Context: an optimization exercise on an open-source flow, tuned for small area, a short achievable clock period and few clock cycles per item. The choices shown serve that exercise and are no tape-out recipe.
Only simulation tests tie the RTL to the original design; equivalence was not proved.

==> design/flow/design.v <==
`timescale 1ns / 1ps
module matrix_mul (
    input wire clk,
    input wire rst_n,
    input wire [127:0] matrix_a,
    input wire [127:0] matrix_b,
    input wire start,
    output reg done,
    output reg [255:0] result
);
    localparam IDLE = 2'b00;
    localparam COMPUTE = 2'b01;
    localparam DONE = 2'b10;
    reg [1:0] state;
    reg [3:0] i, j, k;
    reg [15:0] temp_result;
    always @(posedge clk or negedge rst_n) begin
        if (!rst_n) begin
            state <= IDLE;
            done <= 1'b0;
            i <= 4'b0;
            j <= 4'b0;
            k <= 4'b0;
            temp_result <= 16'b0;
        end else begin
            case (state)
                IDLE: begin
                    if (start) begin
                        state <= COMPUTE;
                        i <= 4'b0;
                        j <= 4'b0;
                        k <= 4'b0;
                        temp_result <= 16'b0;
                    end
                end
                COMPUTE: begin
                    if (i < 4) begin
                        if (j < 4) begin
                            if (k < 4) begin
                                temp_result <= temp_result +
                                    matrix_a[(i*4 + k)*8 +: 8] * matrix_b[(k*4 + j)*8 +: 8];
                                k <= k + 1;
                            end else begin
                                result[(i*4 + j)*16 +: 16] <= temp_result;
                                temp_result <= 16'b0;
                                k <= 4'b0;
                                j <= j + 1;
                            end
                        end else begin
                            j <= 4'b0;
                            i <= i + 1;
                        end
                    end else begin
                        state <= DONE;
                        done <= 1'b1;
                    end
                end
                DONE: begin
                    if (!start) begin
                        state <= IDLE;
                        done <= 1'b0;
                    end
                end
            endcase
        end
    end
endmodule
==> design/flow/run.sh <==
#!/bin/bash
# synth_recipe.tcl (not shown) runs the flow's synth.tcl, then flattens the netlist and writes it again
# the make line also repeats each setting of config.mk as NAME=value (left out here)
make -C /OpenROAD-flow-scripts/flow DESIGN_CONFIG=/design/flow/config.mk WORK_HOME=/design/flow/orfs CLKGATE_MAP_FILE= SYNTH_SCRIPT=/design/flow/synth_recipe.tcl finish
==> design/flow/config.mk <==
export PLATFORM = sky130hd
export DESIGN_NAME = matrix_mul
export DESIGN_NICKNAME = matrix_mul
export VERILOG_FILES = /design/flow/design.v
export SDC_FILE = /design/flow/constraint.sdc
export NUM_CORES = 4
export LEC_CHECK = 0
export CAP_MARGIN = 20
export CORE_MARGIN = 2
export CORE_UTILIZATION = 40
export SLEW_MARGIN = 20
==> design/flow/constraint.sdc <==
create_clock -name core_clock -period 8.0 [get_ports {clk}]
set_input_delay 1.6000 -clock core_clock [delete_from_list [all_inputs] [get_ports {clk}]]
set_output_delay 1.6000 -clock core_clock [all_outputs]
set_load 0.01 [all_outputs]
==> impl_metrics.toml, run 1 <==
[die]
start_util_pct = 40.8
ios = 516
coreArea_um2 = 43300
die-area_um2 = 45800
fp.dieW_um = 214
rows = 76
dieHeight_um = 214

[final_layout]
area_growth_pct = 38.0
seqCellArea_um2 = 8470
final_cell_mix = "clkdlybuf4s50_1, edfxtp_1, mux2_2"
drive_gt1_share_pct = 23.0
final_common_cell = "clkdlybuf4s50_1"
multiInputGateArea_um2 = 8340
diodes = 0
nets = 2064
fillers = 3608
fin_cells = 2312
fin_util_pct = 56.2

[worst_setup_path]
r2r_setup_slack_ps = 1420
startpoint = "matrix_a[13]"
crit_path_start_kind = "input port"
path_max_fanout = 8
criticalPathCategory = "in2reg"
worstReg2RegEnd = "temp_result[14]"
arrival_ps = 7370
r2r_start = "j[2]"
endpoint = "temp_result[12]"
r2r_cells = 19
required_ps = 8420
worstSetupEndpointType = "register"

[clock_network]
cts_tree = "done"
clk_path_buf_depth = 3
clk_pin_slew_worst_paths_ps = 60
htree_levels = 2
cts-buffers-inserted = 34
clockRootBuffer = "clkbuf_16"
clock_sinks = 287
ctsHoldBuffers = 0
post_cts_buffers = 0
worstSkewPairLatency_ps = 530
cts_resized = 0

[timing]
finalSetupViolCount = 0
tightest_slew_ps = 1090
max_freq_mhz = 144
final.setup.tns_ps = 0
hold_viol = 0
finalCritPeriodShare_pct = 86.9
relSlewSlack_pct = 27.3
drv_slew = 0
period_needed_ps = 6950
rsz0062_at_grt = "no"
fin_worst_skew_ps = 15.5

[hold_path]
hold_path.startpoint = "done"
worstHoldPathType = "reg2reg"

[synth]
ys_ff_latch = 287
synth_top_family_by_area = "multiplexers"
synthCells = 1197
synth_top_flop_cell = "edfxtp_1"
synth-simple-area-share_pct = 6.27
syn_area_um2 = 17600
synth_xor_area_share_pct = 1.00
yosysSeqAreaShare_pct = 48.0
syn-num-nets = 1559
synth_compound_area_share_pct = 4.85
synth-edff-count = 256
synth_mux_area_share_pct = 25.6
synth-async-reset-ratio_pct = 10.8
synth_adder_area_share_pct = 9.57
synth_cell_types = 73
synth_warnings = 1
syn_area_per_cell_um2 = 14.7

[detailed_routing]
vias = 12200
drtIter0Drc = 851
ant_nets = 0
drc = 0
via_per_inst = 5.26
wire_per_inst_um = 23.8
firstDrtPassIters = 4
wl_um = 55100

[place]
place_congestion = 0.879
dp.cells = 2250
io_buffer_count = 515
hpwl_um = 41900

[global_routing]
grt_max_degree = 170
grt_pass1_vias = 12600
grt_pass1_wl_um = 82200
grt_overflow = 0
track_usage_pct = 23.7
antenna_found_initial = 3

[outcome]
status = "timing/DRC/antenna clean"

[run]
drv_cap = 0
==> worst max-delay path: stages <==
cell and delay, ps:
clkdlybuf4s50_1 590, mux4_2 280, nor2b_1 130, a211oi_1 70, a211oi_1 840, nand2_1 170, fa_1 470, fa_1 520
fa_1 500, fa_1 490, inv_1 40, ha_1 330, a21o_1 180, a31oi_1 200, a22oi_1 150, a311oi_1 480
xnor2_1 120, a22o_1 210
==> registers in the layout (all words and copies together) (netlist names) <==
register     count
done             1
i                4
j                4
k                4
result         256
state            2
temp_result     16
==> cells by family (layout without fill, tap and decap cells) <==
| logic type | Yosys count | in the layout |
|---|---|---|
| compound gates | 115 | 115 |
| xor+xnor | 15 | 15 |
| fa+ha+maj | 103 | 103 |
| buf+inv | 163 | 693 |
| flops | 287 | 287 |
| mux | 328 | 328 |
| simple gates | 186 | 186 |
==> layer usage <==
metal	wire (um)	global-route usage (%)
met1	23900	30.8
met4	1040	5.48
met5	38	0
met3	3020	5.15
met2	27100	40.4
==> metrics by stage <==
step | cell area (um^2) | hold slack (ps) | setup WS [ps]
2_1_floorplan | 17600 | 501 | 1680
3_3_place_gp | 23200 | 505 | 619
3_5_place_dp | 23200 | 515 | 542
4_1_cts | 24300 | 551 | 1100
5_1_grt | 24300 | 585 | 702
6_report | 24300 | 546 | 1050
==> worst min-delay path by stage <==
stage                  to  slack [ps]  cells past startpoint
2_1_floorplan    state[0]         500                      2
3_3_place_gp         done         500                      2
3_5_place_dp         done         510                      2
4_1_cts              done         550                      2
5_1_grt        result[87]         580                      1
6_report             done         550                      2
==> cells in the mapped netlist, types with 2 or more instances <==
master | instances | share of area [%]
a21o_1 | 3 | 0.13
ha_1 | 50 | 3.5
a22o_1 | 16 | 0.79
xor2_1 | 5 | 0.25
nor2_1 | 18 | 0.38
and3_1 | 5 | 0.18
mux2_2 | 195 | 12
dfrtp_1 | 31 | 4.4
a211oi_1 | 30 | 1.3
mux4_2 | 64 | 8.2
nand2b_1 | 4 | 0.14
mux2_4 | 30 | 2.6
nor2_8 | 3 | 0.34
nand3_1 | 8 | 0.23
buf_2 | 9 | 0.26
o22ai_1 | 2 | 0.071
inv_1 | 94 | 2.0
xnor2_1 | 7 | 0.35
nand2_1 | 71 | 1.5
mux2i_1 | 16 | 0.91
a31oi_1 | 5 | 0.18
nor2b_1 | 18 | 0.64
a211o_1 | 3 | 0.15
xor2_4 | 2 | 0.31
nand3_4 | 4 | 0.40
buf_12 | 2 | 0.23
o31ai_1 | 2 | 0.085
a21oi_4 | 2 | 0.18
a21oi_1 | 14 | 0.40
fa_1 | 53 | 6.0
buf_8 | 2 | 0.17
buf_4 | 5 | 0.21
buf_1 | 2 | 0.043
edfxtp_1 | 256 | 44
mux2_1 | 23 | 1.5
o21ai_0 | 23 | 0.65
a22oi_1 | 3 | 0.13
and2_1 | 31 | 1.1
buf_6 | 18 | 1.1
clkbuf_1 | 29 | 0.62
nor2_4 | 7 | 0.45
==> cell type report <==
class / instances / share of cell area [%]
flip-flops and latches: 287 / 34.8
multi-input cells: 747 / 34.3
repair buffers: 537 / 21.9
clock buffers: 47 / 3.95
well taps: 585 / 3.01
inverters: 95 / 1.49
clock inverters: 14 / 0.571
Testbench counts, summed over its fixed seeds: cycles 22,520, items 256.
==> run 2: changes to the inputs <==
==> design/flow/design.v (replaced) <==
`timescale 1ns / 1ps
module matrix_mul (
    input wire clk,
    input wire rst_n,
    input wire [127:0] matrix_a,
    input wire [127:0] matrix_b,
    input wire start,
    output reg done,
    output reg [255:0] result
);
    reg       busy;    
    reg [1:0] k;       
    reg [31:0] a_col;
    reg [31:0] b_row;
    integer r, c;
    always @(*) begin
        for (r = 0; r < 4; r = r + 1)
            a_col[r*8 +: 8] = done ? 8'd0 : matrix_a[(r*4 + k)*8 +: 8];
        for (c = 0; c < 4; c = c + 1)
            b_row[c*8 +: 8] = matrix_b[(k*4 + c)*8 +: 8];
    end
    genvar gr, gc;
    generate
        for (gr = 0; gr < 4; gr = gr + 1) begin : row
            for (gc = 0; gc < 4; gc = gc + 1) begin : col
                wire [15:0] acc = result[(gr*4 + gc)*16 +: 16] & {16{busy | done}};
                always @(posedge clk)
                    result[(gr*4 + gc)*16 +: 16] <=
                        acc + a_col[gr*8 +: 8] * b_row[gc*8 +: 8];
            end
        end
    endgenerate
    always @(posedge clk or negedge rst_n) begin
        if (!rst_n) begin
            busy <= 1'b0;
            k <= 2'd0;
            done <= 1'b0;
        end else if (done) begin
            if (!start)
                done <= 1'b0;
        end else if (busy) begin
            k <= k + 2'd1;
            if (k == 2'd3) begin
                busy <= 1'b0;
                done <= 1'b1;
            end
        end else if (start) begin
            busy <= 1'b1;
            k <= 2'd1;
        end
    end
endmodule
==> impl_metrics.toml, run 2 <==
[outcome]
status = "timing/DRC/antenna clean"

[worst_setup_path]
r2r_setup_slack_ps = 1340
arrival_ps = 7430
criticalPathCategory = "in2reg"
worst-path-stages = 19
cp_common_cell = "fa_1"
r2r_cells = 19
critPathBufInv = 3
required_ps = 8490
worstSetupEndpointType = "register"
critPathMaxStageDelay_ps = 810
path_max_fanout = 9
cpLargestDelayFamily = "adder cells"
r2r_start = "k[0]"
crit_chain = "clkdlybuf4s50_1, nor2b_1, a211oi_1, a21oi_1, nand2_1, nor2_1, fa_1, fa_1, fa_1, inv_1, fa_1, inv_1, ha_1, a21o_1, a21oi_1, o21ai_1, or4_1, a31o_2, xnor2_1"
crit_path_start_kind = "input port"
critical_path.slowest_cell = "a211oi_1"
worstReg2RegEnd = "result[126]"
startpoint = "matrix_a[36]"
endpoint = "result[111]"

[global_routing]
grt_pass1_wl_um = 248000
track_usage_pct = 27.0
antenna_found_initial = 2
grt_max_degree = 55
grt_overflow = 0
grt_pass1_vias = 41100

[die]
start_util_pct = 40.1
fp.dieW_um = 350
ios = 516
die-area_um2 = 123000
dieHeight_um = 350
rows = 127
coreArea_um2 = 119000

[detailed_routing]
vias = 39700
wire_per_inst_um = 20.8
wl_um = 163000
firstDrtPassIters = 5
drtIter0Drc = 2742
via_per_inst = 5.06
drc = 0
ant_nets = 0

[clock_network]
cts_resized = 0
cts_tree = "done"
clockRootBuffer = "clkbuf_16"
clk_path_buf_depth = 3
post_cts_buffers = 0
cts-buffers-inserted = 39
clk_pin_slew_worst_paths_ps = 60
worstSkewPairLatency_ps = 620
ctsHoldBuffers = 0
clock_sinks = 260
htree_levels = 2

[synth]
synthCells = 5705
synth_cell_types = 67
syn_area_per_cell_um2 = 8.41
yosysMostFrequentCell = "inv_1"
yosys-top-cells-area = "fa_1, ha_1, inv_1"
synth_largest_area_cell = "fa_1"
ys_ff_latch = 260
yosysSeqAreaShare_pct = 10.9
yosys.area.top_type_share_pct = 33.4
synth_top_flop_cell = "dfxtp_1"
synth-edff-count = 0
synth-async-reset-ratio_pct = 1.54
synth_warnings = 1
syn-num-nets = 7325
syn_area_um2 = 48000
synth_commonest_cells = "inv_1, fa_1, nand2_1"

[hold_path]
hold_path.startpoint = "result[80]"
worstHoldPathType = "reg2reg"
hold_path_depth = 2

[timing]
final.setup.tns_ps = 0
fin_worst_skew_ps = 19.0
holdWs_ps = 575
hold_viol = 0
relSlewSlack_pct = 27.8
max_freq_mhz = 144
finalSetupViolCount = 0
drv_slew = 0
tightest_slew_ps = 1050
finalCritPeriodShare_pct = 86.7
rsz0062_at_grt = "no"
period_needed_ps = 6930

[place]
io_buffer_count = 515
hpwl_um = 132000
place_congestion = 0.915
dp.cells = 7775

[final_layout]
regMostFlops = "result"
fin_util_pct = 47.6
largest_reg_flops = 256
fin_cells = 7846
nets = 7824
final_cell_mix = "inv_1, fa_1, nand2_1"
final_common_cell = "inv_1"
drive_gt1_share_pct = 5.65
top_regs = "result: 256 flops, k: 2 flops"
area_growth_pct = 18.7

[run]
drv_cap = 0
run 2: changes by cell type after synthesis, moves of 256 or more:
| cell | before | now |
|---|---|---|
| nor2_1 | 18 | 613 |
| inv_1 | 94 | 1382 |
| edfxtp_1 | 256 | 0 |
| fa_1 | 53 | 800 |
| ha_1 | 50 | 561 |
| nand2_1 | 71 | 700 |
| dfxtp_1 | 0 | 256 |
run 2: how the worst min path moves through the flow:
| stage | endpoint | slack, ps |
|---|---|---|
| 3_5_place_dp | result[64] | 570 |
| 2_1_floorplan | busy | 510 |
| 4_1_cts | result[80] | 580 |
| 3_3_place_gp | result[32] | 560 |
| 5_1_grt | result[80] | 590 |
| 6_report | result[80] | 570 |
run 2: stage by stage:
stage,area (um^2),worst slack (ps)
4_1_cts,56900,1110
3_5_place_dp,55600,440
6_report,56900,1070
5_1_grt,56900,894
2_1_floorplan,48000,1740
3_3_place_gp,55600,453
run 2: cell families (layout without fill, tap and decap cells):
kind of cell / Yosys count / after routing / share of synthesized area, %
flops: 260 / 260 / 10.9
buf+inv: 1620 / 2148 / 13.3
xor+xnor: 188 / 188 / 3.43
compound gates: 573 / 573 / 7.96
mux: 93 / 93 / 2.21
simple gates: 1610 / 1610 / 14.1
fa+ha+maj: 1361 / 1361 / 48.0
other cells: 0 / 1 / 0
run 2: layer usage:
| metal | track usage (%) | vias up | share of wire, % |
|---|---|---|---|
| met5 | 0 | - | 0 |
| li1 | - | 18200 | - |
| met3 | 5.82 | 290 | 8.9 |
| met1 | 35.2 | 19700 | 41 |
| met2 | 43.9 | 1535 | 45 |
| met4 | 10.1 | 0 | 4.4 |
run 2: area by class of cell:
class / instances / area [um^2]
Antenna cell: 1 / 2.50
Timing Repair Buffer: 695 / 6570
Multi-Input combinational cell: 3825 / 36600
Clock inverter: 16 / 200
Sequential cell: 260 / 5240
Clock buffer: 54 / 1080
Tap cell: 1612 / 2020
Inverter: 1383 / 5190
Fill cell: 11700 / 62600
run 2: worst register-to-register path, cell delays in order, from the launching register on:
cell and delay [ps]:
dfrtp_4 840, buf_4 490, a211oi_1 100, buf_4 230
a211oi_2 820, buf_4 310, nand2_1 90, fa_1 510
inv_1 60, fa_1 500, fa_1 570, inv_1 60
fa_1 480, inv_1 40, ha_1 320, o21a_1 220
a211oi_1 370, nor2_1 100, a221o_1 310, xor2_1 140
Testbench counts of run 2, summed over its fixed seeds: cycles 1,528, items 256.

re-timing with driven ports:
Ports are ideal in the flow. The routed layouts listed here were re-timed in OpenROAD.
Step 1, drivers: a clkbuf_16 drives clk and a buf_2 each remaining input, both assumed.
Step 2 adds t to the input delays and takes it off the output delays; t is the mean of the earliest and latest rising clock arrival at the registers after step 1. Input paths then give back, and output paths get back, about the clock's delay inside the block.
a / b / c = ideal ports / drivers / drivers and shift; a / b = the first two.
run | t, ns | setup WS [ns] | hold slack, ns | worst slew at a driven data input, ns | pins driven straight from the clock port
run 1 | 0.583 | 1.050 / 1.070 / 0.487 | 0.546 / 0.546 / 0.546 | 0.14 | 1
run 2 | 0.684 | 1.065 / 1.115 / 0.431 | 0.575 / 0.575 / 0.575 | 0.11 | 1
After both steps every run listed still meets setup and hold. The setup slack of run 2, which loses most, moves by +0.050 ns with the drivers and by -0.634 ns with both steps.
